Background: an optimization exercise with open tools, aiming at small area. Do not read the settings as production practice. Only simulation tests tie the RTL to the original design; equivalence was not proved.

==> design.v <==
`timescale 1ns / 1ps
module hsv_to_rgb(
    input [8:0] Hue, Saturation, Value,
    input clk, reset,
    output reg [7:0] R, G, B,
    output restart
    );
    wire [6:0] S = Saturation[6:0];
    wire [6:0] V = Value[6:0];
    reg [2:0] Hi;
    reg [5:0] K;
    always @* begin
        if      (Hue < 9'd60)  begin Hi = 3'd0; K = 6'd0;  end
        else if (Hue < 9'd120) begin Hi = 3'd1; K = 6'd57; end
        else if (Hue < 9'd180) begin Hi = 3'd2; K = 6'd8;  end
        else if (Hue < 9'd240) begin Hi = 3'd3; K = 6'd49; end
        else if (Hue < 9'd300) begin Hi = 3'd4; K = 6'd16; end
        else if (Hue < 9'd360) begin Hi = 3'd5; K = 6'd41; end
        else                   begin Hi = 3'd0; K = 6'd24; end
    end
    wire odd = Hi[0];
    wire [5:0] fd = (Hue[5:0] ^ {6{odd}}) + K;
wire n0;
wire n1;
wire n2;
wire n3;
wire n4;
wire n5;
wire n6;
wire n7;
wire n8;
wire n9;
wire n10;
wire n11;
wire n12;
wire n13;
wire n14;
wire n15;
wire n16;
wire n17;
wire n18;
wire n19;
wire n20;
wire n21;
wire n22;
wire n23;
wire n24;
wire n25;
wire n26;
wire n27;
wire n28;
wire n29;
wire n30;
wire n31;
wire n32;
wire n33;
wire n34;
wire n35;
wire n36;
wire n37;
wire n38;
wire n39;
wire n40;
wire n41;
wire n42;
wire n43;
wire n44;
wire n45;
wire n46;
wire n47;
wire n48;
wire n49;
wire n50;
wire n51;
wire n52;
wire n53;
wire n54;
wire n55;
wire n56;
wire n57;
wire n58;
wire n59;
wire n60;
wire n61;
wire n62;
wire n63;
wire n64;
wire n65;
wire n66;
wire n67;
wire n68;
wire n69;
wire n70;
wire n71;
wire n72;
wire n73;
wire n74;
wire n75;
wire n76;
wire n77;
wire n78;
wire n79;
wire n80;
wire n81;
wire n82;
wire n83;
wire n84;
wire n85;
wire n86;
wire n87;
wire n88;
wire n89;
wire n90;
wire n91;
wire n92;
wire n93;
wire n94;
wire n95;
wire n96;
wire n97;
wire n98;
wire n99;
wire n100;
wire n101;
wire n102;
wire n103;
wire n104;
wire n105;
wire n106;
wire n107;
wire n108;
wire n109;
wire n110;
wire n111;
wire n112;
wire n113;
wire n114;
wire n115;
wire n116;
wire n117;
wire n118;
wire n119;
wire n120;
wire n121;
wire n122;
wire n123;
wire n124;
wire n125;
wire n126;
wire n127;
wire n128;
wire n129;
wire n130;
wire n131;
wire n132;
wire n133;
wire n134;
wire n135;
wire n136;
wire n137;
wire n138;
wire n139;
wire n140;
wire n141;
wire n142;
wire n143;
wire n144;
wire n145;
wire n146;
wire n147;
wire n148;
wire n149;
wire n150;
wire n151;
wire n152;
wire n153;
wire n154;
wire n155;
wire n156;
wire n157;
wire n158;
wire n159;
wire n160;
wire n161;
wire n162;
wire n163;
wire n164;
wire n165;
wire n166;
wire n167;
wire n168;
wire n169;
wire n170;
wire n171;
wire n172;
wire n173;
wire n174;
wire n175;
wire n176;
wire n177;
wire n178;
wire n179;
wire n180;
wire n181;
wire n182;
wire n183;
wire n184;
wire n185;
wire n186;
wire n187;
wire n188;
wire n189;
wire n190;
wire n191;
wire n192;
wire n193;
wire n194;
wire n195;
wire n196;
wire n197;
wire n198;
wire n199;
wire n200;
wire n201;
wire n202;
wire n203;
wire n204;
wire n205;
wire n206;
wire n207;
wire n208;
wire n209;
wire n210;
wire n211;
wire n212;
wire n213;
wire n214;
wire n215;
wire n216;
wire n217;
wire n218;
wire n219;
wire n220;
wire n221;
wire n222;
wire n223;
wire n224;
wire n225;
wire n226;
wire n227;
wire n228;
wire n229;
wire n230;
wire n231;
wire n232;
wire n233;
wire n234;
wire n235;
wire n236;
wire n237;
wire n238;
wire n239;
wire n240;
wire n241;
wire n242;
wire n243;
wire n244;
wire n245;
wire n246;
wire n247;
wire n248;
wire n249;
wire n250;
wire n251;
wire n252;
wire n253;
wire n254;
wire n255;
wire n256;
wire n257;
wire n258;
wire n259;
wire n260;
wire n261;
wire n262;
wire n263;
wire n264;
wire n265;
wire n266;
wire n267;
wire n268;
wire n269;
wire n270;
wire n271;
wire n272;
wire n273;
wire n274;
wire n275;
wire n276;
wire n277;
wire n278;
wire n279;
wire n280;
wire n281;
wire n282;
wire n283;
wire n284;
wire n285;
wire n286;
wire n287;
wire n288;
wire n289;
wire n290;
wire n291;
wire n292;
wire n293;
wire n294;
wire n295;
wire n296;
wire n297;
wire n298;
wire n299;
wire n300;
wire n301;
wire n302;
wire n303;
wire n304;
wire n305;
wire n306;
wire n307;
wire n308;
wire n309;
wire n310;
wire n311;
wire n312;
wire n313;
wire n314;
wire n315;
wire n316;
wire n317;
wire n318;
wire n319;
wire n320;
wire n321;
wire n322;
wire n323;
wire n324;
wire n325;
wire n326;
wire n327;
wire n328;
wire n329;
wire n330;
wire n331;
wire n332;
wire n333;
wire n334;
wire n335;
wire n336;
wire n337;
wire n338;
wire n339;
wire n340;
wire n341;
wire n342;
wire n343;
wire n344;
wire n345;
wire n346;
wire n347;
wire n348;
wire n349;
wire n350;
wire n351;
wire n352;
wire n353;
wire n354;
wire n355;
wire n356;
wire n357;
wire n358;
wire n359;
wire n360;
wire n361;
wire n362;
wire n363;
wire n364;
wire n365;
wire n366;
wire n367;
wire n368;
wire n369;
wire n370;
wire n371;
wire n372;
wire n373;
wire n374;
wire n375;
wire n376;
wire n377;
wire n378;
wire n379;
wire n380;
wire n381;
wire n382;
wire n383;
wire n384;
wire n385;
wire n386;
wire n387;
wire n388;
wire n389;
wire n390;
wire n391;
wire n392;
wire n393;
wire n394;
wire n395;
wire n396;
wire n397;
wire n398;
wire n399;
wire n400;
wire n401;
wire n402;
wire n403;
wire n404;
wire n405;
wire n406;
wire n407;
wire n408;
wire n409;
wire n410;
wire n411;
wire n412;
wire n413;
wire n414;
wire n415;
wire n416;
wire n417;
wire n418;
wire n419;
wire n420;
wire n421;
wire n422;
wire n423;
wire n424;
wire n425;
wire n426;
wire n427;
wire n428;
wire n429;
wire n430;
wire n431;
wire n432;
wire n433;
wire n434;
wire n435;
wire n436;
wire n437;
wire n438;
wire n439;
wire n440;
wire n441;
wire n442;
wire n443;
wire n444;
wire n445;
wire n446;
wire n447;
wire n448;
wire n449;
wire n450;
wire n451;
wire n452;
wire n453;
wire n454;
wire n455;
wire n456;
wire n457;
wire n458;
wire n459;
wire n460;
wire n461;
wire n462;
assign n0 = ~(S[0] & V[6]) ^ ~(S[1] & V[5]);
assign n1 = ~(~(S[0] & V[6]) | ~(S[1] & V[5]));
assign n2 = ~(S[1] & V[6]) ^ ~(S[2] & V[5]);
assign n3 = ~(~(S[1] & V[6]) | ~(S[2] & V[5]));
assign n4 = ~(S[0] & V[4]) ^ ~(S[1] & V[3]);
assign n5 = ~(~(S[0] & V[4]) | ~(S[1] & V[3]));
assign n6 = ~(S[0] & V[5]) ^ ~(S[1] & V[4]) ^ ~(S[2] & V[3]);
assign n7 = (~(S[0] & V[5]) & ~(S[1] & V[4])) | (~(S[0] & V[5]) & ~(S[2] & V[3])) | (~(S[1] & V[4]) & ~(S[2] & V[3]));
assign n8 = ~(S[3] & V[2]) ^ ~(S[4] & V[1]);
assign n9 = ~(~(S[3] & V[2]) | ~(S[4] & V[1]));
assign n10 = ~(n0);
assign n11 = n10 ^ ~(S[2] & V[4]) ^ ~(S[3] & V[3]);
assign n12 = (n10 & ~(S[2] & V[4])) | (n10 & ~(S[3] & V[3])) | (~(S[2] & V[4]) & ~(S[3] & V[3]));
assign n13 = ~(S[4] & V[2]) ^ ~(S[5] & V[1]) ^ ~(S[6] & V[0]);
assign n14 = (~(S[4] & V[2]) & ~(S[5] & V[1])) | (~(S[4] & V[2]) & ~(S[6] & V[0])) | (~(S[5] & V[1]) & ~(S[6] & V[0]));
assign n15 = ~(n2);
assign n16 = n15 ^ ~(S[3] & V[4]) ^ ~(S[4] & V[3]);
assign n17 = (n15 & ~(S[3] & V[4])) | (n15 & ~(S[4] & V[3])) | (~(S[3] & V[4]) & ~(S[4] & V[3]));
assign n18 = ~(n1);
assign n19 = ~(S[5] & V[2]) ^ ~(S[6] & V[1]) ^ n18;
assign n20 = (~(S[5] & V[2]) & ~(S[6] & V[1])) | (~(S[5] & V[2]) & n18) | (~(S[6] & V[1]) & n18);
assign n21 = ~(S[2] & V[6]) ^ ~(S[3] & V[5]) ^ ~(S[4] & V[4]);
assign n22 = (~(S[2] & V[6]) & ~(S[3] & V[5])) | (~(S[2] & V[6]) & ~(S[4] & V[4])) | (~(S[3] & V[5]) & ~(S[4] & V[4]));
assign n23 = ~(n3);
assign n24 = ~(S[5] & V[3]) ^ ~(S[6] & V[2]) ^ n23;
assign n25 = (~(S[5] & V[3]) & ~(S[6] & V[2])) | (~(S[5] & V[3]) & n23) | (~(S[6] & V[2]) & n23);
assign n26 = ~(S[3] & V[6]) ^ ~(S[4] & V[5]) ^ ~(S[5] & V[4]);
assign n27 = (~(S[3] & V[6]) & ~(S[4] & V[5])) | (~(S[3] & V[6]) & ~(S[5] & V[4])) | (~(S[4] & V[5]) & ~(S[5] & V[4]));
assign n28 = ~(S[0] & V[3]) ^ ~(S[1] & V[2]);
assign n29 = ~(~(S[0] & V[3]) | ~(S[1] & V[2]));
assign n30 = ~(n4);
assign n31 = n30 ^ ~(S[2] & V[2]) ^ ~(S[3] & V[1]);
assign n32 = (n30 & ~(S[2] & V[2])) | (n30 & ~(S[3] & V[1])) | (~(S[2] & V[2]) & ~(S[3] & V[1]));
assign n33 = ~(n8);
assign n34 = n6 ^ n33 ^ ~(S[5] & V[0]);
assign n35 = (n6 & n33) | (n6 & ~(S[5] & V[0])) | (n33 & ~(S[5] & V[0]));
assign n36 = n11 ^ n13 ^ n7;
assign n37 = (n11 & n13) | (n11 & n7) | (n13 & n7);
assign n38 = n16 ^ n19 ^ n12;
assign n39 = (n16 & n19) | (n16 & n12) | (n19 & n12);
assign n40 = n21 ^ n24 ^ n17;
assign n41 = (n21 & n24) | (n21 & n17) | (n24 & n17);
assign n42 = n26 ^ ~(S[6] & V[3]) ^ n22;
assign n43 = (n26 & ~(S[6] & V[3])) | (n26 & n22) | (~(S[6] & V[3]) & n22);
assign n44 = ~(S[4] & V[6]) ^ ~(S[5] & V[5]) ^ ~(S[6] & V[4]);
assign n45 = (~(S[4] & V[6]) & ~(S[5] & V[5])) | (~(S[4] & V[6]) & ~(S[6] & V[4])) | (~(S[5] & V[5]) & ~(S[6] & V[4]));
assign n46 = ~(S[0] & V[2]) ^ ~(S[1] & V[1]);
assign n47 = ~(~(S[0] & V[2]) | ~(S[1] & V[1]));
assign n48 = ~(n28);
assign n49 = n48 ^ ~(S[2] & V[1]) ^ ~(S[3] & V[0]);
assign n50 = (n48 & ~(S[2] & V[1])) | (n48 & ~(S[3] & V[0])) | (~(S[2] & V[1]) & ~(S[3] & V[0]));
assign n51 = ~(n29);
assign n52 = n31 ^ ~(S[4] & V[0]) ^ n51;
assign n53 = (n31 & ~(S[4] & V[0])) | (n31 & n51) | (~(S[4] & V[0]) & n51);
assign n54 = ~(n5);
assign n55 = n34 ^ n54 ^ n32;
assign n56 = (n34 & n54) | (n34 & n32) | (n54 & n32);
assign n57 = ~(n9);
assign n58 = n36 ^ n57 ^ n35;
assign n59 = (n36 & n57) | (n36 & n35) | (n57 & n35);
assign n60 = n38 ^ n14 ^ n37;
assign n61 = (n38 & n14) | (n38 & n37) | (n14 & n37);
assign n62 = n40 ^ n20 ^ n39;
assign n63 = (n40 & n20) | (n40 & n39) | (n20 & n39);
assign n64 = n42 ^ n25 ^ n41;
assign n65 = (n42 & n25) | (n42 & n41) | (n25 & n41);
assign n66 = n44 ^ n27 ^ n43;
assign n67 = (n44 & n27) | (n44 & n43) | (n27 & n43);
assign n68 = ~(S[5] & V[6]) ^ ~(S[6] & V[5]) ^ n45;
assign n69 = (~(S[5] & V[6]) & ~(S[6] & V[5])) | (~(S[5] & V[6]) & n45) | (~(S[6] & V[5]) & n45);
assign n70 = ~(S[0] & V[1]) ^ ~(S[1] & V[0]);
assign n71 = ~(~(S[0] & V[1]) | ~(S[1] & V[0]));
assign n72 = ~(~(S[2] & V[0]));
assign n73 = n46 ^ n72 ^ n71;
assign n74 = (n46 & n72) | (n46 & n71) | (n72 & n71);
assign n75 = ~(n49);
assign n76 = n75 ^ n47 ^ n74;
assign n77 = (n75 & n47) | (n75 & n74) | (n47 & n74);
assign n78 = ~(n77);
assign n79 = n52 ^ n50 ^ n78;
assign n80 = (n52 & n50) | (n52 & n78) | (n50 & n78);
assign n81 = n55 ^ n53 ^ n80;
assign n82 = (n55 & n53) | (n55 & n80) | (n53 & n80);
assign n83 = n58 ^ n56 ^ n82;
assign n84 = (n58 & n56) | (n58 & n82) | (n56 & n82);
assign n85 = n60 ^ n59 ^ n84;
assign n86 = (n60 & n59) | (n60 & n84) | (n59 & n84);
assign n87 = n62 ^ n61 ^ n86;
assign n88 = (n62 & n61) | (n62 & n86) | (n61 & n86);
assign n89 = n64 ^ n63 ^ n88;
assign n90 = (n64 & n63) | (n64 & n88) | (n63 & n88);
assign n91 = n66 ^ n65 ^ n90;
assign n92 = (n66 & n65) | (n66 & n90) | (n65 & n90);
assign n93 = n68 ^ n67 ^ n92;
assign n94 = (n68 & n67) | (n68 & n92) | (n67 & n92);
assign n95 = ~(S[6] & V[6]) ^ n69 ^ n94;
assign n96 = (~(S[6] & V[6]) & n69) | (~(S[6] & V[6]) & n94) | (n69 & n94);
assign n97 = ~(~(S[0] & V[0]));
assign n98 = n70;
assign n99 = n73;
assign n100 = n76;
assign n101 = ~(n79);
assign n102 = ~(n81);
assign n103 = ~(n83);
assign n104 = ~(n85);
assign n105 = ~(n87);
assign n106 = ~(n89);
assign n107 = ~(n91);
assign n108 = ~(n93);
assign n109 = ~(n95);
assign n110 = ~(n96);
assign n111 = n97 ^ n100;
assign n112 = n97 & n100;
assign n113 = n98 ^ n101;
assign n114 = n98 & n101;
assign n115 = n97 ^ n99 ^ n102;
assign n116 = (n97 & n99) | (n97 & n102) | (n99 & n102);
assign n117 = n107 ^ n109;
assign n118 = ~(n107 | n109);
assign n119 = n98 ^ n100 ^ n103;
assign n120 = (n98 & n100) | (n98 & n103) | (n100 & n103);
assign n121 = ~(1'b1);
assign n122 = n108 ^ n110 ^ n121;
assign n123 = (n108 & n110) | (n108 & n121) | (n110 & n121);
assign n124 = n99 ^ n101 ^ n104;
assign n125 = (n99 & n101) | (n99 & n104) | (n101 & n104);
assign n126 = n100 ^ n102 ^ n105;
assign n127 = (n100 & n102) | (n100 & n105) | (n102 & n105);
assign n128 = n111 ^ n105;
assign n129 = n111 & ~n105;
assign n130 = ~(n113);
assign n131 = n130 ^ n106 ^ n108;
assign n132 = (n130 & n106) | (n130 & n108) | (n106 & n108);
assign n133 = n115 ^ n117 ^ 1'b1;
assign n134 = (n115 & n117) | (n115 & 1'b1) | (n117 & 1'b1);
assign n135 = ~(n122);
assign n136 = n119 ^ n135 ^ n116;
assign n137 = (n119 & n135) | (n119 & n116) | (n135 & n116);
assign n138 = ~(n109);
assign n139 = n124 ^ n138 ^ n120;
assign n140 = (n124 & n138) | (n124 & n120) | (n138 & n120);
assign n141 = ~(n110);
assign n142 = n126 ^ n141 ^ 1'b1;
assign n143 = (n126 & n141) | (n126 & 1'b1) | (n141 & 1'b1);
assign n144 = n101 ^ n103 ^ n106;
assign n145 = (n101 & n103) | (n101 & n106) | (n103 & n106);
assign n146 = n102 ^ n104 ^ n107;
assign n147 = (n102 & n104) | (n102 & n107) | (n104 & n107);
assign n148 = n103 ^ n105 ^ n108;
assign n149 = (n103 & n105) | (n103 & n108) | (n105 & n108);
assign n150 = n104 ^ n106;
assign n151 = n104 & n106;
assign n152 = n105 ^ n107;
assign n153 = n105 & n107;
assign n154 = n128 ^ n107;
assign n155 = ~(n128 | n107);
assign n156 = ~(n131);
assign n157 = n156 ^ n112 ^ n129;
assign n158 = (n156 & n112) | (n156 & n129) | (n112 & n129);
assign n159 = ~(n132);
assign n160 = n133 ^ n114 ^ n159;
assign n161 = (n133 & n114) | (n133 & n159) | (n114 & n159);
assign n162 = n136 ^ n118 ^ n134;
assign n163 = (n136 & n118) | (n136 & n134) | (n118 & n134);
assign n164 = ~(n123);
assign n165 = n139 ^ n164 ^ n137;
assign n166 = (n139 & n164) | (n139 & n137) | (n164 & n137);
assign n167 = n142 ^ n125 ^ n140;
assign n168 = (n142 & n125) | (n142 & n140) | (n125 & n140);
assign n169 = n144 ^ n127 ^ n143;
assign n170 = (n144 & n127) | (n144 & n143) | (n127 & n143);
assign n171 = n146 ^ 1'b1 ^ n145;
assign n172 = (n146 & 1'b1) | (n146 & n145) | (1'b1 & n145);
assign n173 = n148 ^ 1'b1 ^ n147;
assign n174 = (n148 & 1'b1) | (n148 & n147) | (1'b1 & n147);
assign n175 = n150 ^ n109 ^ n149;
assign n176 = (n150 & n109) | (n150 & n149) | (n109 & n149);
assign n177 = n152 ^ n110 ^ n151;
assign n178 = (n152 & n110) | (n152 & n151) | (n110 & n151);
assign n179 = n106 ^ n108 ^ n153;
assign n180 = (n106 & n108) | (n106 & n153) | (n108 & n153);
assign n181 = n107 ^ n109;
assign n182 = n107 & n109;
assign n183 = n108 ^ n110;
assign n184 = n108 & n110;
assign n185 = n154 ^ 1'b1;
assign n186 = n154 & 1'b1;
assign n187 = n157 ^ n155 ^ n186;
assign n188 = (n157 & n155) | (n157 & n186) | (n155 & n186);
assign n189 = n160 ^ n158 ^ n188;
assign n190 = (n160 & n158) | (n160 & n188) | (n158 & n188);
assign n191 = n162 ^ n161 ^ n190;
assign n192 = (n162 & n161) | (n162 & n190) | (n161 & n190);
assign n193 = n165 ^ n163 ^ n192;
assign n194 = (n165 & n163) | (n165 & n192) | (n163 & n192);
assign n195 = n167 ^ n166 ^ n194;
assign n196 = (n167 & n166) | (n167 & n194) | (n166 & n194);
assign n197 = n169 ^ n168 ^ n196;
assign n198 = (n169 & n168) | (n169 & n196) | (n168 & n196);
assign n199 = n171 ^ n170 ^ n198;
assign n200 = (n171 & n170) | (n171 & n198) | (n170 & n198);
assign n201 = n173 ^ n172 ^ n200;
assign n202 = (n173 & n172) | (n173 & n200) | (n172 & n200);
assign n203 = n175 ^ n174 ^ n202;
assign n204 = (n175 & n174) | (n175 & n202) | (n174 & n202);
assign n205 = n177 ^ n176 ^ n204;
assign n206 = (n177 & n176) | (n177 & n204) | (n176 & n204);
assign n207 = n179 ^ n178 ^ n206;
assign n208 = (n179 & n178) | (n179 & n206) | (n178 & n206);
assign n209 = n181 ^ n180 ^ n208;
assign n210 = (n181 & n180) | (n181 & n208) | (n180 & n208);
assign n211 = n183 ^ n182 ^ n210;
assign n212 = (n183 & n182) | (n183 & n210) | (n182 & n210);
assign n213 = n109 ^ n184 ^ n212;
assign n214 = (n109 & n184) | (n109 & n212) | (n184 & n212);
assign n215 = n110 ^ n214;
assign n216 = n110 & n214;
assign n217 = n203;
assign n218 = n205;
assign n219 = n207;
assign n220 = n209;
assign n221 = n211;
assign n222 = n213;
assign n223 = n215;
assign n224 = V[0] ^ n217;
assign n225 = V[0] & ~n217;
assign n226 = V[1] ^ n218;
assign n227 = V[1] & ~n218;
assign n228 = V[2] ^ n219;
assign n229 = V[2] & ~n219;
assign n230 = V[3] ^ n220;
assign n231 = V[3] & ~n220;
assign n232 = V[4] ^ n221;
assign n233 = V[4] & ~n221;
assign n234 = V[5] ^ n222;
assign n235 = V[5] & ~n222;
assign n236 = V[6] ^ n223;
assign n237 = V[6] & ~n223;
assign n238 = n224 ^ 1'b1;
assign n239 = 1'b1 & ~n224;
assign n240 = ~(n226);
assign n241 = n240 ^ n225 ^ n239;
assign n242 = (n240 & n225) | (n240 & n239) | (n225 & n239);
assign n243 = ~(n228);
assign n244 = n243 ^ n227 ^ n242;
assign n245 = (n243 & n227) | (n243 & n242) | (n227 & n242);
assign n246 = ~(n230);
assign n247 = n246 ^ n229 ^ n245;
assign n248 = (n246 & n229) | (n246 & n245) | (n229 & n245);
assign n249 = ~(n232);
assign n250 = n249 ^ n231 ^ n248;
assign n251 = (n249 & n231) | (n249 & n248) | (n231 & n248);
assign n252 = ~(n234);
assign n253 = n252 ^ n233 ^ n251;
assign n254 = (n252 & n233) | (n252 & n251) | (n233 & n251);
assign n255 = ~(n236);
assign n256 = n255 ^ n235 ^ n254;
assign n257 = (n255 & n235) | (n255 & n254) | (n235 & n254);
assign n258 = ~(n238);
assign n259 = n241;
assign n260 = n244;
assign n261 = n247;
assign n262 = n250;
assign n263 = n253;
assign n264 = n256;
assign n265 = ~(n217 & fd[4]) ^ ~(n218 & fd[3]);
assign n266 = ~(~(n217 & fd[4]) | ~(n218 & fd[3]));
assign n267 = ~(n217 & fd[5]) ^ ~(n218 & fd[4]) ^ ~(n219 & fd[3]);
assign n268 = (~(n217 & fd[5]) & ~(n218 & fd[4])) | (~(n217 & fd[5]) & ~(n219 & fd[3])) | (~(n218 & fd[4]) & ~(n219 & fd[3]));
assign n269 = ~(n220 & fd[2]) ^ ~(n221 & fd[1]);
assign n270 = ~(~(n220 & fd[2]) | ~(n221 & fd[1]));
assign n271 = ~(n218 & fd[5]) ^ ~(n219 & fd[4]) ^ ~(n220 & fd[3]);
assign n272 = (~(n218 & fd[5]) & ~(n219 & fd[4])) | (~(n218 & fd[5]) & ~(n220 & fd[3])) | (~(n219 & fd[4]) & ~(n220 & fd[3]));
assign n273 = ~(n221 & fd[2]) ^ ~(n222 & fd[1]) ^ ~(n223 & fd[0]);
assign n274 = (~(n221 & fd[2]) & ~(n222 & fd[1])) | (~(n221 & fd[2]) & ~(n223 & fd[0])) | (~(n222 & fd[1]) & ~(n223 & fd[0]));
assign n275 = ~(n219 & fd[5]) ^ ~(n220 & fd[4]) ^ ~(n221 & fd[3]);
assign n276 = (~(n219 & fd[5]) & ~(n220 & fd[4])) | (~(n219 & fd[5]) & ~(n221 & fd[3])) | (~(n220 & fd[4]) & ~(n221 & fd[3]));
assign n277 = ~(n222 & fd[2]) ^ ~(n223 & fd[1]);
assign n278 = ~(~(n222 & fd[2]) | ~(n223 & fd[1]));
assign n279 = ~(n220 & fd[5]) ^ ~(n221 & fd[4]) ^ ~(n222 & fd[3]);
assign n280 = (~(n220 & fd[5]) & ~(n221 & fd[4])) | (~(n220 & fd[5]) & ~(n222 & fd[3])) | (~(n221 & fd[4]) & ~(n222 & fd[3]));
assign n281 = ~(n217 & fd[3]) ^ ~(n218 & fd[2]);
assign n282 = ~(~(n217 & fd[3]) | ~(n218 & fd[2]));
assign n283 = ~(n265);
assign n284 = n283 ^ ~(n219 & fd[2]) ^ ~(n220 & fd[1]);
assign n285 = (n283 & ~(n219 & fd[2])) | (n283 & ~(n220 & fd[1])) | (~(n219 & fd[2]) & ~(n220 & fd[1]));
assign n286 = ~(n269);
assign n287 = n267 ^ n286 ^ ~(n222 & fd[0]);
assign n288 = (n267 & n286) | (n267 & ~(n222 & fd[0])) | (n286 & ~(n222 & fd[0]));
assign n289 = n271 ^ n273 ^ n268;
assign n290 = (n271 & n273) | (n271 & n268) | (n273 & n268);
assign n291 = ~(n277);
assign n292 = n275 ^ n291 ^ n272;
assign n293 = (n275 & n291) | (n275 & n272) | (n291 & n272);
assign n294 = n279 ^ ~(n223 & fd[2]) ^ n276;
assign n295 = (n279 & ~(n223 & fd[2])) | (n279 & n276) | (~(n223 & fd[2]) & n276);
assign n296 = ~(n221 & fd[5]) ^ ~(n222 & fd[4]) ^ ~(n223 & fd[3]);
assign n297 = (~(n221 & fd[5]) & ~(n222 & fd[4])) | (~(n221 & fd[5]) & ~(n223 & fd[3])) | (~(n222 & fd[4]) & ~(n223 & fd[3]));
assign n298 = ~(n217 & fd[2]) ^ ~(n218 & fd[1]);
assign n299 = ~(~(n217 & fd[2]) | ~(n218 & fd[1]));
assign n300 = ~(n281);
assign n301 = n300 ^ ~(n219 & fd[1]) ^ ~(n220 & fd[0]);
assign n302 = (n300 & ~(n219 & fd[1])) | (n300 & ~(n220 & fd[0])) | (~(n219 & fd[1]) & ~(n220 & fd[0]));
assign n303 = ~(n282);
assign n304 = n284 ^ ~(n221 & fd[0]) ^ n303;
assign n305 = (n284 & ~(n221 & fd[0])) | (n284 & n303) | (~(n221 & fd[0]) & n303);
assign n306 = ~(n266);
assign n307 = n287 ^ n306 ^ n285;
assign n308 = (n287 & n306) | (n287 & n285) | (n306 & n285);
assign n309 = ~(n270);
assign n310 = n289 ^ n309 ^ n288;
assign n311 = (n289 & n309) | (n289 & n288) | (n309 & n288);
assign n312 = n292 ^ n274 ^ n290;
assign n313 = (n292 & n274) | (n292 & n290) | (n274 & n290);
assign n314 = ~(n278);
assign n315 = n294 ^ n314 ^ n293;
assign n316 = (n294 & n314) | (n294 & n293) | (n314 & n293);
assign n317 = n296 ^ n280 ^ n295;
assign n318 = (n296 & n280) | (n296 & n295) | (n280 & n295);
assign n319 = ~(n222 & fd[5]) ^ ~(n223 & fd[4]) ^ n297;
assign n320 = (~(n222 & fd[5]) & ~(n223 & fd[4])) | (~(n222 & fd[5]) & n297) | (~(n223 & fd[4]) & n297);
assign n321 = ~(n217 & fd[1]) ^ ~(n218 & fd[0]);
assign n322 = ~(~(n217 & fd[1]) | ~(n218 & fd[0]));
assign n323 = ~(~(n219 & fd[0]));
assign n324 = n298 ^ n323 ^ n322;
assign n325 = (n298 & n323) | (n298 & n322) | (n323 & n322);
assign n326 = ~(n301);
assign n327 = n326 ^ n299 ^ n325;
assign n328 = (n326 & n299) | (n326 & n325) | (n299 & n325);
assign n329 = ~(n328);
assign n330 = n304 ^ n302 ^ n329;
assign n331 = (n304 & n302) | (n304 & n329) | (n302 & n329);
assign n332 = n307 ^ n305 ^ n331;
assign n333 = (n307 & n305) | (n307 & n331) | (n305 & n331);
assign n334 = n310 ^ n308 ^ n333;
assign n335 = (n310 & n308) | (n310 & n333) | (n308 & n333);
assign n336 = n312 ^ n311 ^ n335;
assign n337 = (n312 & n311) | (n312 & n335) | (n311 & n335);
assign n338 = n315 ^ n313 ^ n337;
assign n339 = (n315 & n313) | (n315 & n337) | (n313 & n337);
assign n340 = n317 ^ n316 ^ n339;
assign n341 = (n317 & n316) | (n317 & n339) | (n316 & n339);
assign n342 = n319 ^ n318 ^ n341;
assign n343 = (n319 & n318) | (n319 & n341) | (n318 & n341);
assign n344 = ~(n223 & fd[5]) ^ n320 ^ n343;
assign n345 = (~(n223 & fd[5]) & n320) | (~(n223 & fd[5]) & n343) | (n320 & n343);
assign n346 = ~(~(n217 & fd[0]));
assign n347 = n321;
assign n348 = n324;
assign n349 = n327;
assign n350 = ~(n330);
assign n351 = ~(n332);
assign n352 = ~(n334);
assign n353 = ~(n336);
assign n354 = ~(n338);
assign n355 = ~(n340);
assign n356 = ~(n342);
assign n357 = ~(n344);
assign n358 = ~(n345);
assign n359 = n346 ^ n350;
assign n360 = n346 & n350;
assign n361 = n347 ^ n351;
assign n362 = n347 & n351;
assign n363 = n348 ^ n352;
assign n364 = n348 & n352;
assign n365 = n349 ^ n353;
assign n366 = n349 & n353;
assign n367 = n350 ^ n354;
assign n368 = n350 & n354;
assign n369 = n349 ^ n353;
assign n370 = n349 & n353;
assign n371 = n359 ^ n354 ^ n358;
assign n372 = (n359 & n354) | (n359 & n358) | (n354 & n358);
assign n373 = n361 ^ n355 ^ odd;
assign n374 = (n361 & n355) | (n361 & odd) | (n355 & odd);
assign n375 = n363 ^ n356 ^ odd;
assign n376 = (n363 & n356) | (n363 & odd) | (n356 & odd);
assign n377 = n365 ^ n357 ^ odd;
assign n378 = (n365 & n357) | (n365 & odd) | (n357 & odd);
assign n379 = n367 ^ n358 ^ odd;
assign n380 = (n367 & n358) | (n367 & odd) | (n358 & odd);
assign n381 = n351 ^ n355 ^ odd;
assign n382 = (n351 & n355) | (n351 & odd) | (n355 & odd);
assign n383 = n348 ^ n352;
assign n384 = n348 & n352;
assign n385 = n369 ^ n357 ^ odd;
assign n386 = (n369 & n357) | (n369 & odd) | (n357 & odd);
assign n387 = n371 ^ 1'b1 ^ n370;
assign n388 = (n371 & 1'b1) | (n371 & n370) | (1'b1 & n370);
assign n389 = n373 ^ n360 ^ n372;
assign n390 = (n373 & n360) | (n373 & n372) | (n360 & n372);
assign n391 = n375 ^ n362 ^ n374;
assign n392 = (n375 & n362) | (n375 & n374) | (n362 & n374);
assign n393 = n377 ^ n364 ^ n376;
assign n394 = (n377 & n364) | (n377 & n376) | (n364 & n376);
assign n395 = n379 ^ n366 ^ n378;
assign n396 = (n379 & n366) | (n379 & n378) | (n366 & n378);
assign n397 = n381 ^ n368 ^ n380;
assign n398 = (n381 & n368) | (n381 & n380) | (n368 & n380);
assign n399 = n352 ^ n356 ^ n382;
assign n400 = (n352 & n356) | (n352 & n382) | (n356 & n382);
assign n401 = n353 ^ n357;
assign n402 = n353 & n357;
assign n403 = n354 ^ n358;
assign n404 = n354 & n358;
assign n405 = n383 ^ n356;
assign n406 = n383 & n356;
assign n407 = n385 ^ n384 ^ n406;
assign n408 = (n385 & n384) | (n385 & n406) | (n384 & n406);
assign n409 = n387 ^ n386 ^ n408;
assign n410 = (n387 & n386) | (n387 & n408) | (n386 & n408);
assign n411 = n389 ^ n388 ^ n410;
assign n412 = (n389 & n388) | (n389 & n410) | (n388 & n410);
assign n413 = n391 ^ n390 ^ n412;
assign n414 = (n391 & n390) | (n391 & n412) | (n390 & n412);
assign n415 = n393 ^ n392 ^ n414;
assign n416 = (n393 & n392) | (n393 & n414) | (n392 & n414);
assign n417 = n395 ^ n394 ^ n416;
assign n418 = (n395 & n394) | (n395 & n416) | (n394 & n416);
assign n419 = n397 ^ n396 ^ n418;
assign n420 = (n397 & n396) | (n397 & n418) | (n396 & n418);
assign n421 = n399 ^ n398 ^ n420;
assign n422 = (n399 & n398) | (n399 & n420) | (n398 & n420);
assign n423 = n401 ^ n400 ^ n422;
assign n424 = (n401 & n400) | (n401 & n422) | (n400 & n422);
assign n425 = n403 ^ n402 ^ n424;
assign n426 = (n403 & n402) | (n403 & n424) | (n402 & n424);
assign n427 = n355 ^ n404 ^ n426;
assign n428 = (n355 & n404) | (n355 & n426) | (n404 & n426);
assign n429 = n356 ^ n428;
assign n430 = n356 & n428;
assign n431 = n357 ^ n430;
assign n432 = n357 & n430;
assign n433 = n358 ^ n432;
assign n434 = n358 & n432;
assign n435 = n421;
assign n436 = n423;
assign n437 = n425;
assign n438 = n427;
assign n439 = n429;
assign n440 = n431;
assign n441 = n433;
assign n442 = n258 ^ n435;
assign n443 = n258 & n435;
assign n444 = n259 ^ n436 ^ n443;
assign n445 = (n259 & n436) | (n259 & n443) | (n436 & n443);
assign n446 = n260 ^ n437 ^ n445;
assign n447 = (n260 & n437) | (n260 & n445) | (n437 & n445);
assign n448 = n261 ^ n438 ^ n447;
assign n449 = (n261 & n438) | (n261 & n447) | (n438 & n447);
assign n450 = n262 ^ n439 ^ n449;
assign n451 = (n262 & n439) | (n262 & n449) | (n439 & n449);
assign n452 = n263 ^ n440 ^ n451;
assign n453 = (n263 & n440) | (n263 & n451) | (n440 & n451);
assign n454 = n264 ^ n441 ^ n453;
assign n455 = (n264 & n441) | (n264 & n453) | (n441 & n453);
assign n456 = n442;
assign n457 = n444;
assign n458 = n446;
assign n459 = n448;
assign n460 = n450;
assign n461 = n452;
assign n462 = n454;
    wire [6:0] dd = {n223, n222, n221, n220, n219, n218, n217};
    wire [6:0] mm = {n264, n263, n262, n261, n260, n259, n258};
    wire [6:0] md = {n462, n461, n460, n459, n458, n457, n456};
    reg [2:0] sr, sg, sb;    
    always @* begin
        case (Hi)
            3'd0: begin sr = 3'b001; sg = 3'b100; sb = 3'b010; end
            3'd1: begin sr = 3'b100; sg = 3'b001; sb = 3'b010; end
            3'd2: begin sr = 3'b010; sg = 3'b001; sb = 3'b100; end
            3'd3: begin sr = 3'b010; sg = 3'b100; sb = 3'b001; end
            3'd4: begin sr = 3'b100; sg = 3'b010; sb = 3'b001; end
            default: begin sr = 3'b001; sg = 3'b010; sb = 3'b100; end
        endcase
    end
    function [6:0] pick(input [2:0] s, input [6:0] v0, input [6:0] v1, input [6:0] v2);
        pick = ({7{s[0]}} & v0) | ({7{s[1]}} & v1) | ({7{s[2]}} & v2);
    endfunction
    wire [6:0] xr = pick(sr, V, mm, md);
    wire [6:0] xg = pick(sg, V, mm, md);
    wire [6:0] xb = pick(sb, V, mm, md);
    function [7:0] level(input [6:0] x, input [7:0] cur);
        level = ({x, 1'b0} + x[6:1]) | {8{x == 7'd0 && (cur[7:4] != 4'd0 || cur[3:2] == 2'b11)}};
    endfunction
    wire [7:0] nR = level(xr, R);
    wire [7:0] nG = level(xg, G);
    wire [7:0] nB = level(xb, B);
    assign restart = reset || nR != R || nG != G || nB != B;
    always @(posedge clk) begin
        if (reset) begin
            R <= 8'd0; G <= 8'd0; B <= 8'd0;
        end else begin
            R <= nR; G <= nG; B <= nB;
        end
    end
endmodule
`timescale 1ns / 1ps
module PWM(
    input [7:0] R, G, B,
    input clk, reset, restart,
    output reg [2:0] rgb_led_tri_o
    );
    reg [8:0] c;
    always @(posedge clk) begin
        if (restart) c <= 9'd0;
        else         c <= c + 9'd1;
        if (reset) rgb_led_tri_o <= 3'b000;
        else rgb_led_tri_o <= {c < B, c < G, c < R};
    end
endmodule
`timescale 1ns / 1ps
module hsv_rgb_pwm(
    input clk,
    input reset,
    input [8:0] Hue,
    input [8:0] Saturation,
    input [8:0] Value,
    output [7:0] R,
    output [7:0] G,
    output [7:0] B,
    output [2:0] rgb_led_tri_o
    );
    wire restart;
    hsv_to_rgb hsv_to_rgb_0 (
        .Hue(Hue), .Saturation(Saturation), .Value(Value),
        .clk(clk), .reset(reset),
        .R(R), .G(G), .B(B), .restart(restart));
    PWM PWM_0 (
        .R(R), .G(G), .B(B),
        .clk(clk), .reset(reset), .restart(restart),
        .rgb_led_tri_o(rgb_led_tri_o));
endmodule
==> flow/run.sh <==
#!/bin/bash
# Own flow: the standard synthesis, then a cleanup of the adder logic
# (polar.py: full adders used inverted where that saves inverters; resynth.sh:
# the logic between adder cells and flip-flops re-mapped by ABC for area),
# then the standard layout with small port buffers.
# Each tool's output goes to a log file of its own in the work folder.
set -euo pipefail
W=$(pwd)
F=$W/flow
R=$W/orfs/results/${FLOW_PLATFORM:-sky130hd}/hsv_rgb_pwm/base
export LIB=$FLOW_HOME/platforms/sky130hd/lib/sky130_fd_sc_hd__tt_025C_1v80.lib
export CFG=$FLOW_HOME/platforms/sky130hd/config.mk
bash standard.sh synth > $W/log_synth.txt 2>&1
cp $R/1_2_yosys.v $W/netlist_standard.v
python3 $F/polar.py $W/netlist_standard.v $W/netlist_polar.v > $W/log_polar.txt 2>&1
mkdir -p $W/resynth
TMPD=$W/resynth bash $F/resynth.sh $W/netlist_polar.v $W/netlist_resynth.v $F/area.abc > $W/log_resynth.txt 2>&1
cp $W/resynth/rs.log $W/log_resynth_yosys.txt
cp $W/netlist_resynth.v $R/1_2_yosys.v
rm -f $R/1_synth.odb $R/1_synth.sdc
bash standard.sh finish "BUFFER_PORTS_ARGS=-buffer_cell sky130_fd_sc_hd__buf_1" \
  "CTS_ARGS=-sink_clustering_enable -sink_clustering_size 40 -sink_clustering_max_diameter 400 -repair_clock_nets -buf_list sky130_fd_sc_hd__clkbuf_16 -dont_use_dummy_load" \
  > $W/log_layout.txt 2>&1
==> flow/area.abc <==
strash
ifraig
dc2
dch -f
amap
topo
==> flow/models.py <==
#!/usr/bin/env python3
"""Writes Verilog models (for techmap) of the single-output combinational cells of
a liberty file, except the ones named on the command line's keep list.
Usage: models.py lib out.v"""
import re, sys
lib = open(sys.argv[1]).read()
out = []
for cm in re.finditer(r'\n\s*cell\s*\(\s*"?([\w]+)"?\s*\)\s*\{', lib):
    name = cm.group(1)
    # find the cell's text: up to the next top-level cell
    start = cm.end()
    nxt = re.search(r'\n\s*cell\s*\(', lib[start:])
    text = lib[start: start + nxt.start()] if nxt else lib[start:]
    if re.search(r'\b(ff|latch|statetable)\s*\(', text): continue
    pins = re.findall(r'\n\s*pin\s*\(\s*"?(\w+)"?\s*\)\s*\{(.*?)\n\s{8}\}', text, re.S)
    ins, outs = [], []
    for pn, pt in pins:
        d = re.search(r'direction\s*:\s*"?(\w+)"?', pt)
        if not d: continue
        if d.group(1) == 'input': ins.append(pn)
        elif d.group(1) == 'output':
            f = re.search(r'function\s*:\s*"([^"]*)"', pt)
            outs.append((pn, f.group(1) if f else None))
    if len(outs) != 1 or outs[0][1] is None or not ins: continue
    fn = outs[0][1].replace('!', '~').replace('*', '&').replace('+', '|')
    on = outs[0][0]
    out.append(f"module {name}({', '.join(ins + [on])});\n  input {', '.join(ins)};\n  output {on};\n  assign {on} = {fn};\nendmodule\n")
open(sys.argv[2], 'w').write("\n".join(out))
sys.stderr.write(f"models: {len(out)} cells\n")
==> flow/polar.py <==
#!/usr/bin/env python3
"""Inverter removal around full adders. A full adder is self-dual: inverting its
three inputs inverts both outputs. This chooses, for every fa cell, whether to
use it inverted so that the fewest inverters are needed between cells, then
rewrites the netlist (all inverters rebuilt, at most one per signal).
Usage: polar.py in.v out.v"""
import re, sys, random

src = open(sys.argv[1]).read()
m = re.search(r'^(.*?;\n)(\s*sky130_fd_sc_hd__.*)(endmodule.*)$', src, re.S)
head, body, tail = m.group(1), m.group(2), m.group(3)
# head must hold the port list and wire declarations only
cell_re = re.compile(r'\s*(sky130_fd_sc_hd__\w+)\s+(\S+)\s*\((.*?)\);', re.S)
cells = []
pos = 0
for cm in cell_re.finditer(body):
    assert body[pos:cm.start()].strip() == '', body[pos:cm.start()][:200]
    pos = cm.end()
    pins = [(p, n.strip()) for p, n in re.findall(r'\.(\w+)\(([^()]*)\)', cm.group(3))]
    cells.append([cm.group(1), cm.group(2), pins])
assert body[pos:].strip() == ''
OUTPINS = {'Y', 'X', 'SUM', 'COUT', 'Q', 'Q_N', 'HI', 'LO'}
def is_inv(t): return re.match(r'sky130_fd_sc_hd__(clk)?inv_\d+$', t) is not None
def is_glue(t):
    if re.match(r'sky130_fd_sc_hd__(fa|dfxtp|dfrtp|dfstp|dfxbp|conb)_', t): return False
    if re.match(r'sky130_fd_sc_hd__ha_', t): return HA_GLUE
    return True
HA_GLUE = __import__('os').environ.get('HA_GLUE', '1') == '1'
def is_fa(t): return re.match(r'sky130_fd_sc_hd__fa_\d+$', t) is not None

drv = {}
for i, (t, n, pins) in enumerate(cells):
    for p, net in pins:
        if p in OUTPINS: drv[net] = (i, p)
inv_of = {}  # inverter output net -> input net
for t, n, pins in cells:
    if is_inv(t):
        d = dict(pins); inv_of[d['Y']] = d['A']
def root(net):
    par = 0
    while net in inv_of:
        net = inv_of[net]; par ^= 1
    return net, par

# ports: nets named in the module header as inputs/outputs are roots / rigid loads
port_nets = set()
for mm in re.finditer(r'^\s*(input|output)\s+(\[(\d+):(\d+)\]\s*)?([\\\w.$\[\]]+)\s*;', head, re.M):
    name = mm.group(5)
    if mm.group(2):
        hi, lo = int(mm.group(3)), int(mm.group(4))
        for b in range(min(hi, lo), max(hi, lo) + 1): port_nets.add(f"{name}[{b}]")
    else:
        port_nets.add(name)
out_ports = set()
for mm in re.finditer(r'^\s*output\s+(\[(\d+):(\d+)\]\s*)?([\\\w.$\[\]]+)\s*;', head, re.M):
    name = mm.group(4)
    if mm.group(1):
        hi, lo = int(mm.group(2)), int(mm.group(3))
        for b in range(min(hi, lo), max(hi, lo) + 1): out_ports.add(f"{name}[{b}]")
    else: out_ports.add(name)

fa_idx = [i for i, c in enumerate(cells) if is_fa(c[0])]
fa_pos = {i: k for k, i in enumerate(fa_idx)}
# loads: root -> list of (cell index or None, pin, parity)
loads = {}
for i, (t, n, pins) in enumerate(cells):
    if is_inv(t): continue
    for p, net in pins:
        if p in OUTPINS: continue
        if net.startswith("1'b") or net == '': continue
        r, par = root(net)
        loads.setdefault(r, []).append((i, p, par))
for net in out_ports:
    r, par = root(net)
    if (r, par) != (net, 0):
        loads.setdefault(r, []).append((None, net, par))
# nets that are output ports driven through inverters keep their names

roots = set(loads)
for net, (i, p) in drv.items():
    if not is_inv(cells[i][0]): roots.add(net)

def fa_of_driver(r):
    d = drv.get(r)
    if d and is_fa(cells[d[0]][0]): return fa_pos[d[0]]
    return None

root_list = sorted(roots)
rinfo = []
for r in root_list:
    dfa = fa_of_driver(r)
    ls = []; soft = []
    for (i, p, par) in loads.get(r, []):
        f = fa_pos.get(i) if i is not None else None
        ls.append((f, par)); soft.append(i is not None and is_glue(cells[i][0]))
    d = drv.get(r)
    soft_drv = d is not None and is_glue(cells[d[0]][0])
    rinfo.append((dfa, ls, soft_drv, soft))
# roots touching each fa
touch = [set() for _ in fa_idx]
for k, (dfa, ls, _, _) in enumerate(rinfo):
    if dfa is not None: touch[dfa].add(k)
    for f, par in ls:
        if f is not None: touch[f].add(k)

GLUE_W = float(__import__('os').environ.get('GLUE_W', '0.1'))
def rcost(k, flip):
    dfa, ls, soft_drv, soft = rinfo[k]
    prov = flip[dfa] if dfa is not None else 0
    hard = False; softm = False
    for (f, par), sl in zip(ls, soft):
        if (par ^ (flip[f] if f is not None else 0)) != prov:
            if sl: softm = True
            else: hard = True
    if hard: return GLUE_W if soft_drv else 1.0
    return GLUE_W if softm else 0.0

def total(flip): return sum(rcost(k, flip) for k in range(len(rinfo)))

best = None
rng = random.Random(1)
for trial in range(30):
    flip = [0] * len(fa_idx) if trial == 0 else [rng.randint(0, 1) for _ in fa_idx]
    improved = True
    while improved:
        improved = False
        order = list(range(len(fa_idx))); rng.shuffle(order)
        for f in order:
            before = sum(rcost(k, flip) for k in touch[f])
            flip[f] ^= 1
            after = sum(rcost(k, flip) for k in touch[f])
            if after < before or (after == before and rng.random() < 0.3 and trial > 0):
                improved = improved or after < before
            else:
                flip[f] ^= 1
    c = total(flip)
    if best is None or c < best[0]: best = (c, flip[:])
orig_inv = sum(1 for c in cells if is_inv(c[0]))
cost0 = total([0]*len(fa_idx))
cost, flip = best
sys.stderr.write(f"polar: {len(fa_idx)} fa, inverters {orig_inv}, cost {cost0} -> {cost}, flipped {sum(flip)}\n")

# rebuild
newc = 0
def newnet():
    global newc
    newc += 1
    return f"_pol{newc}_"
# canonical nets: (r, 0) -> r ; (r, 1) -> an existing inverter output with parity 1 if any
canon = {}
for net in inv_of:
    r, par = root(net)
    if par == 1 and (r, 1) not in canon: canon[(r, 1)] = net
for net in out_ports:
    if net in inv_of:
        r, par = root(net)
        if par == 1: canon[(r, 1)] = net
def cname(r, q):
    if q == 0: return r
    if (r, 1) not in canon: canon[(r, 1)] = newnet()
    return canon[(r, 1)]
flipset = {fa_idx[f] for f in range(len(fa_idx)) if flip[f]}
out = []
used = {}
new_wires = set()
for i, (t, n, pins) in enumerate(cells):
    if is_inv(t): continue
    np_ = []
    fl = i in flipset
    for p, net in pins:
        if p in OUTPINS:
            if net == '' : np_.append((p, net)); continue
            q = 1 if fl else 0
            nn = cname(net, q)
            np_.append((p, nn)); used.setdefault(net, set()).add(q)
            new_wires.add(nn)
        elif net.startswith("1'b") or net == '':
            np_.append((p, net))
        else:
            r, par = root(net)
            q = par ^ (1 if fl else 0)
            np_.append((p, cname(r, q))); used.setdefault(r, set()).add(q)
            new_wires.add(cname(r, q))
    out.append((t, n, np_))
for net in out_ports:
    r, par = root(net)
    if (r, par) != (net, 0):
        assert cname(r, par) == net, net
        used.setdefault(r, set()).add(par)
ninv = 0
for r in root_list:
    d = drv.get(r)
    dfl = d is not None and d[0] in flipset
    prov = 1 if dfl else 0
    for q in used.get(r, set()):
        if q != prov:
            ninv += 1
            out.append(("sky130_fd_sc_hd__inv_1", f"_polinv{ninv}_", [("A", cname(r, prov)), ("Y", cname(r, q))]))
sys.stderr.write(f"polar: wrote {ninv} inverters\n")
declared = set(re.findall(r'^\s*wire\s+(?:\[\d+:\d+\]\s*)?(\S+)\s*;', head, re.M))
extra = [w for w in sorted(new_wires) if w.startswith('_pol') and w not in declared]
lines = [head.rstrip('\n')]
for w in extra: lines.append(f"  wire {w};")
for t, n, pins in out:
    lines.append(f"  {t} {n} (")
    lines.append(",\n".join(f"    .{p}({net}{' ' if net.startswith(chr(92)) else ''})" for p, net in pins))
    lines.append("  );")
lines.append(tail)
open(sys.argv[2], 'w').write("\n".join(lines))
==> flow/resynth.sh <==
#!/bin/bash
# resynth.sh in.v out.v [abc script]: re-map the logic between the adder cells,
# flip-flops and tie cells with ABC for area.
set -e
HERE=$(cd $(dirname $0) && pwd)
LIB=${LIB:-/OpenROAD-flow-scripts/flow/platforms/sky130hd/lib/sky130_fd_sc_hd__tt_025C_1v80.lib}
CFG=${CFG:-/OpenROAD-flow-scripts/flow/platforms/sky130hd/config.mk}
T=${TMPD:-$(mktemp -d)}
python3 $HERE/models.py $LIB $T/models.v 2>/dev/null
if [ "${HA_GLUE:-1}" = 1 ]; then cat >> $T/models.v <<'EOM'
module sky130_fd_sc_hd__ha_1(A, B, COUT, SUM);
  input A, B;
  output COUT, SUM;
  assign SUM = A ^ B;
  assign COUT = A & B;
endmodule
EOM
fi
DU=$(for c in $(grep -o "sky130_fd_sc_hd__\(probe\w*\|lpflow\w*\)" $CFG); do echo -n "-dont_use $c "; done)
SCRIPT=${3:-$HERE/area.abc}
cat > $T/rs.ys <<EOY
read_liberty -lib $LIB
read_verilog $1
hierarchy -top hsv_rgb_pwm
techmap -map $T/models.v
techmap
opt_expr
opt_clean
abc -liberty $LIB $DU -script $SCRIPT
opt_clean -purge
hilomap -singleton -hicell sky130_fd_sc_hd__conb_1 HI -locell sky130_fd_sc_hd__conb_1 LO
insbuf -buf sky130_fd_sc_hd__buf_4 A X
splitnets
opt_clean -purge
check -assert
tee -o $T/stat.txt stat -liberty $LIB
write_verilog -noattr -nohex -nodec $2
EOY
Y=$(command -v yosys || echo $FLOW_HOME/../tools/install/yosys/bin/yosys)
$Y -q -l $T/rs.log -s $T/rs.ys > /dev/null
grep -i "chip area" $T/stat.txt
==> standard.sh <==
#!/bin/bash
# synth_recipe.tcl (not shown) runs the flow's synth.tcl, then flattens the netlist and writes it again
# the make line also repeats each setting of config.mk as NAME=value (left out here)
make -C /OpenROAD-flow-scripts/flow DESIGN_CONFIG=/design/flow/config.mk WORK_HOME=/design/flow/orfs CLKGATE_MAP_FILE= SYNTH_SCRIPT=/design/flow/synth_recipe.tcl "${@:-finish}"
==> config.mk <==
export PLATFORM = sky130hd
export DESIGN_NAME = hsv_rgb_pwm
export DESIGN_NICKNAME = hsv_rgb_pwm
export VERILOG_FILES = /design/flow/design.v
export SDC_FILE = /design/flow/constraint.sdc
export NUM_CORES = 4
export LEC_CHECK = 0
export ABC_AREA = 1
export CAP_MARGIN = 20
export CORE_MARGIN = 2
export CORE_UTILIZATION = 60
export SLEW_MARGIN = 20
==> constraint.sdc <==
create_clock -name core_clock -period 70.0 [get_ports {clk}]
set_input_delay 14.0000 -clock core_clock [delete_from_list [all_inputs] [get_ports {clk}]]
set_output_delay 14.0000 -clock core_clock [all_outputs]
set_load 0.01 [all_outputs]
==> load_flow_metrics.sql <==
INSERT INTO impl_metrics (metric_group, metric, value, unit) VALUES
('cells_and_area', 'net_count_reported_at_finish', '995', ''),
('sta', 'tightest_slew', '878.5', 'ps'),
('drt', 'route.detailed.wl_per_inst', '16.54', 'µm'),
('global_route', 'grt_antenna_before_repair', '0', ''),
('worst_setup_path', 'end_kind', 'flip-flop', ''),
('die', 'floorplan.rows', '36', ''),
('sta', 'min_tclk_post_route', '38600', 'ps'),
('global_route', 'grt_first_pass_wirelength', '27.58', 'mm'),
('clock_tree', 'clock_sink_count', '36', ''),
('die', 'core_area', '9864', 'µm²'),
('hold_path', 'worstHoldEndpoint', 'PWM_0.c[0]', ''),
('cells_and_area', 'area.growth.synth_to_final', '8.435', '%'),
('clock_tree', 'post_cts.resized_instances', '0', ''),
('worst_setup_path', 'cp-start-kind', 'input pin', ''),
('worst_setup_path', 'cp_data_arrival_time', '38790', 'ps'),
('clock_tree', 'ctsHoldBuffers', '0', ''),
('drt', 'dr_vias_cell', '6.057', ''),
('worst_setup_path', 'worst-r2r-setup-slack', '65530', 'ps'),
('cells_and_area', 'insertedDiodeCount', '0', ''),
('clock_tree', 'tritoncts', 'yes', ''),
('clock_tree', 'clkLatencyLatePin', '280', 'ps'),
('drt', 'ant_nets', '0', ''),
('drt', 'drt-pass1-iter-count', '8', ''),
('die', 'initial_core_util', '62.40', '%'),
('yosys', 'synthCells', '786', ''),
('sta', 'setup_total_negative_slack', '0', 'ps'),
('sta', 'hold_viol', '0', ''),
('status', 'run_status', 'timing/DRC/antenna clean', ''),
('global_route', 'grt_overflow_total', '0', ''),
('sta', 'slew_violations', '0', ''),
('placed_design', 'dp_hpwl', '13.76', 'mm'),
('drt', 'detail_route.iter0.violations', '565', ''),
('hold_path', 'min_delay_path_depth', '1', ''),
('hold_path', 'min-delay-path-class', 'flip-flop to flip-flop', ''),
('placed_design', 'finalWeightedCongestion', '0.9302', ''),
('sta', 'hold_ws', '431.0', 'ps'),
('worst_setup_path', 'critPathMostFrequentCell', 'sky130_fd_sc_hd__fa_1', ''),
('worst_setup_path', 'timing.critical_path.slowest_cell_delay', '680', 'ps'),
('clock_tree', 'root_buffer', 'sky130_fd_sc_hd__clkbuf_16', ''),
('worst_setup_path', 'crit_path_kind', 'input pin to flip-flop', ''),
('sta', 'fmax', '0.02590', 'GHz'),
('yosys', 'synthesis.area_per_instance', '7.832', 'µm²'),
('worst_setup_path', 'r2r_cells', '18', ''),
('clock_tree', 'cts_max_path_buffers', '2', ''),
('die', 'floorplan.die_area', '11090', 'µm²'),
('sta', 'worst_clock_skew', '13.22', 'ps'),
('sta', 'max_slew_margin', '41.43', '%'),
('cells_and_area', 'fin_cells', '979', ''),
('global_route', 'grt_start_max_net_pins', '29', ''),
('sta', 'setup_viol', '0', ''),
('die', 'dieHeight', '105.3', 'µm'),
('worst_setup_path', 'timing.rr.end', 'PWM_0.c[2]', ''),
('die', 'num_io_pins', '56', ''),
('clock_tree', 'post_cts.repair.setup_buffers', '0', ''),
('clock_tree', 'clock_buffers_created_by_tritoncts', '5', ''),
('yosys', 'yosysWarningCount', '2', ''),
('worst_setup_path', 'slowest_stage', 'sky130_fd_sc_hd__fa_1', ''),
('worst_setup_path', 'critical_path_required', '70180', 'ps'),
('cells_and_area', 'post-route-util', '67.67', '%'),
('die', 'die_width', '105.3', 'µm'),
('placed_design', 'numPortBuffers', '51', ''),
('global_route', 'gr_util_all_layers', '30.53', '%'),
('cells_and_area', 'post_route_cells_drive_above_1_share', '1.182', '%'),
('yosys', 'synthesis.area', '6156', 'µm²'),
('worst_setup_path', 'r2r_start', 'hsv_to_rgb_0.B[6]', ''),
('sta', 'rsz0062_at_grt', 'no', ''),
('clock_tree', 'cts-htree-levels', '2', ''),
('drt', 'via_count', '5930', ''),
('sta', 'min_period_over_period', '55.15', '%'),
('placed_design', 'dpl.cell_count', '974', ''),
('hold_path', 'timing.hold.worst.start', 'PWM_0.c[0]', ''),
('yosys', 'post_synthesis_net_count', '933', ''),
('job', 'max-cap-violations', '0', ''),
('drt', 'finalWirelength', '16.19', 'mm'),
('clock_tree', 'worst_setup_hold_path_clk_slew', '60', 'ps'),
('drt', 'post-route-drc-count', '0', ''),
('global_route', 'first_global_vias', '5810', ''),
('worst_setup_path', 'critical_path_peak_fanout', '9', '');
-- state kept, by name, summed over array words and instances, names as in the netlist --
| signal | flops |
|---|---|
| hsv_to_rgb_0.R | 8 |
| PWM_0.rgb_led_tri_o | 3 |
| hsv_to_rgb_0.G | 8 |
| hsv_to_rgb_0.B | 8 |
| PWM_0.c | 9 |
-- routing by layer --
metal / track usage (%) / part of all wire (%) / vias to the layer above
met5: 0 / 0 / -
met2: 51.47 / 48 / 272
li1: - / - / 2818
met4: 6.952 / 2.2 / 0
met1: 41.45 / 41 / 2802
met3: 5.195 / 8.5 / 38
-- cells in the final DEF (no fill, tap or decap), types with 3 or more instances in the layout --
cell and count:
sky130_fd_sc_hd__nor2_1 220, sky130_fd_sc_hd__fa_1 118, sky130_fd_sc_hd__clkinv_1 108, sky130_fd_sc_hd__nand2_1 54, sky130_fd_sc_hd__a21oi_1 52, sky130_fd_sc_hd__buf_1 51
sky130_fd_sc_hd__o21ai_0 44, sky130_fd_sc_hd__dfxtp_1 36, sky130_fd_sc_hd__a222oi_1 17, sky130_fd_sc_hd__a22oi_1 16, sky130_fd_sc_hd__a211oi_1 16, sky130_fd_sc_hd__o22ai_1 13
sky130_fd_sc_hd__nor2b_1 9, sky130_fd_sc_hd__o21a_1 9, sky130_fd_sc_hd__a31oi_1 7, sky130_fd_sc_hd__nor3_1 7, sky130_fd_sc_hd__o221ai_1 6, sky130_fd_sc_hd__and2_0 6
sky130_fd_sc_hd__o22a_1 6, sky130_fd_sc_hd__a21o_1 5, sky130_fd_sc_hd__a2111oi_0 5, sky130_fd_sc_hd__clkbuf_16 5, sky130_fd_sc_hd__nor4_1 4, sky130_fd_sc_hd__buf_4 4
sky130_fd_sc_hd__nand3_1 3, sky130_fd_sc_hd__a221oi_1 3
-- critical path: cells and delay by family --
family                     cells  cell delay [ps]
AOI/OAI and AO/OA             19             4110
adders and majority gates     36            16010
buffers and inverters          6             1470
and+or+nand+nor               12             3210
-- worst max-delay path by stage --
stage | from | end | slack [ps] | cells after the start
2_1_floorplan | Saturation[0] | PWM_0.c[1] | 33290 | 69
3_3_place_gp | Value[1] | PWM_0.c[2] | 31190 | 70
3_5_place_dp | Value[1] | PWM_0.c[2] | 30950 | 73
4_1_cts | Value[1] | PWM_0.c[2] | 31190 | 73
5_1_grt | Value[1] | PWM_0.c[5] | 30030 | 74
6_report | Value[1] | PWM_0.c[2] | 31400 | 73
-- through the flow --
stage / setup WS [ps] / instance area [µm²]
finish: 31400 / 6675
global route: 30030 / 6675
CTS: 31190 / 6669
detailed placement: 30950 / 6544
global placement: 31190 / 6544
floorplan: 33290 / 6156
-- layout make-up --
class                      count  area [µm²]
tap                          133       166.4
sequential                    36       720.7
fill                         852        3189
timing repair buffer          55       221.5
inverter                     108       405.4
multi-input combinational    642        5036
clock buffer                   5       125.1

-- re-timing with driven ports --
The results above use ideal ports. As a check the final layout listed here was re-extracted and re-timed, cells and wires unchanged.
Step 1, drivers: a clkbuf_16 drives clk and a buf_2 each remaining input, both assumed.
Step 2 adds t to the input delays and takes it off the output delays; t is the mean of the earliest and latest rising clock arrival at the registers after step 1. Input paths then give back, and output paths get back, about the clock's delay inside the block.
Slacks: ideal ports / drivers / drivers and shift; pairs: ideal ports / drivers.
t (ns): 0.298
setup slack, ns: 31.397 / 31.397 / 31.098
hold WS [ns]: 0.431 / 0.431 / 0.431
latest minus earliest clock arrival (ns): 0.014 / 0.013
After both steps setup and hold are still met in this run. The setup slack of this run moves by 0.000 ns with the drivers and by -0.299 ns with both steps.
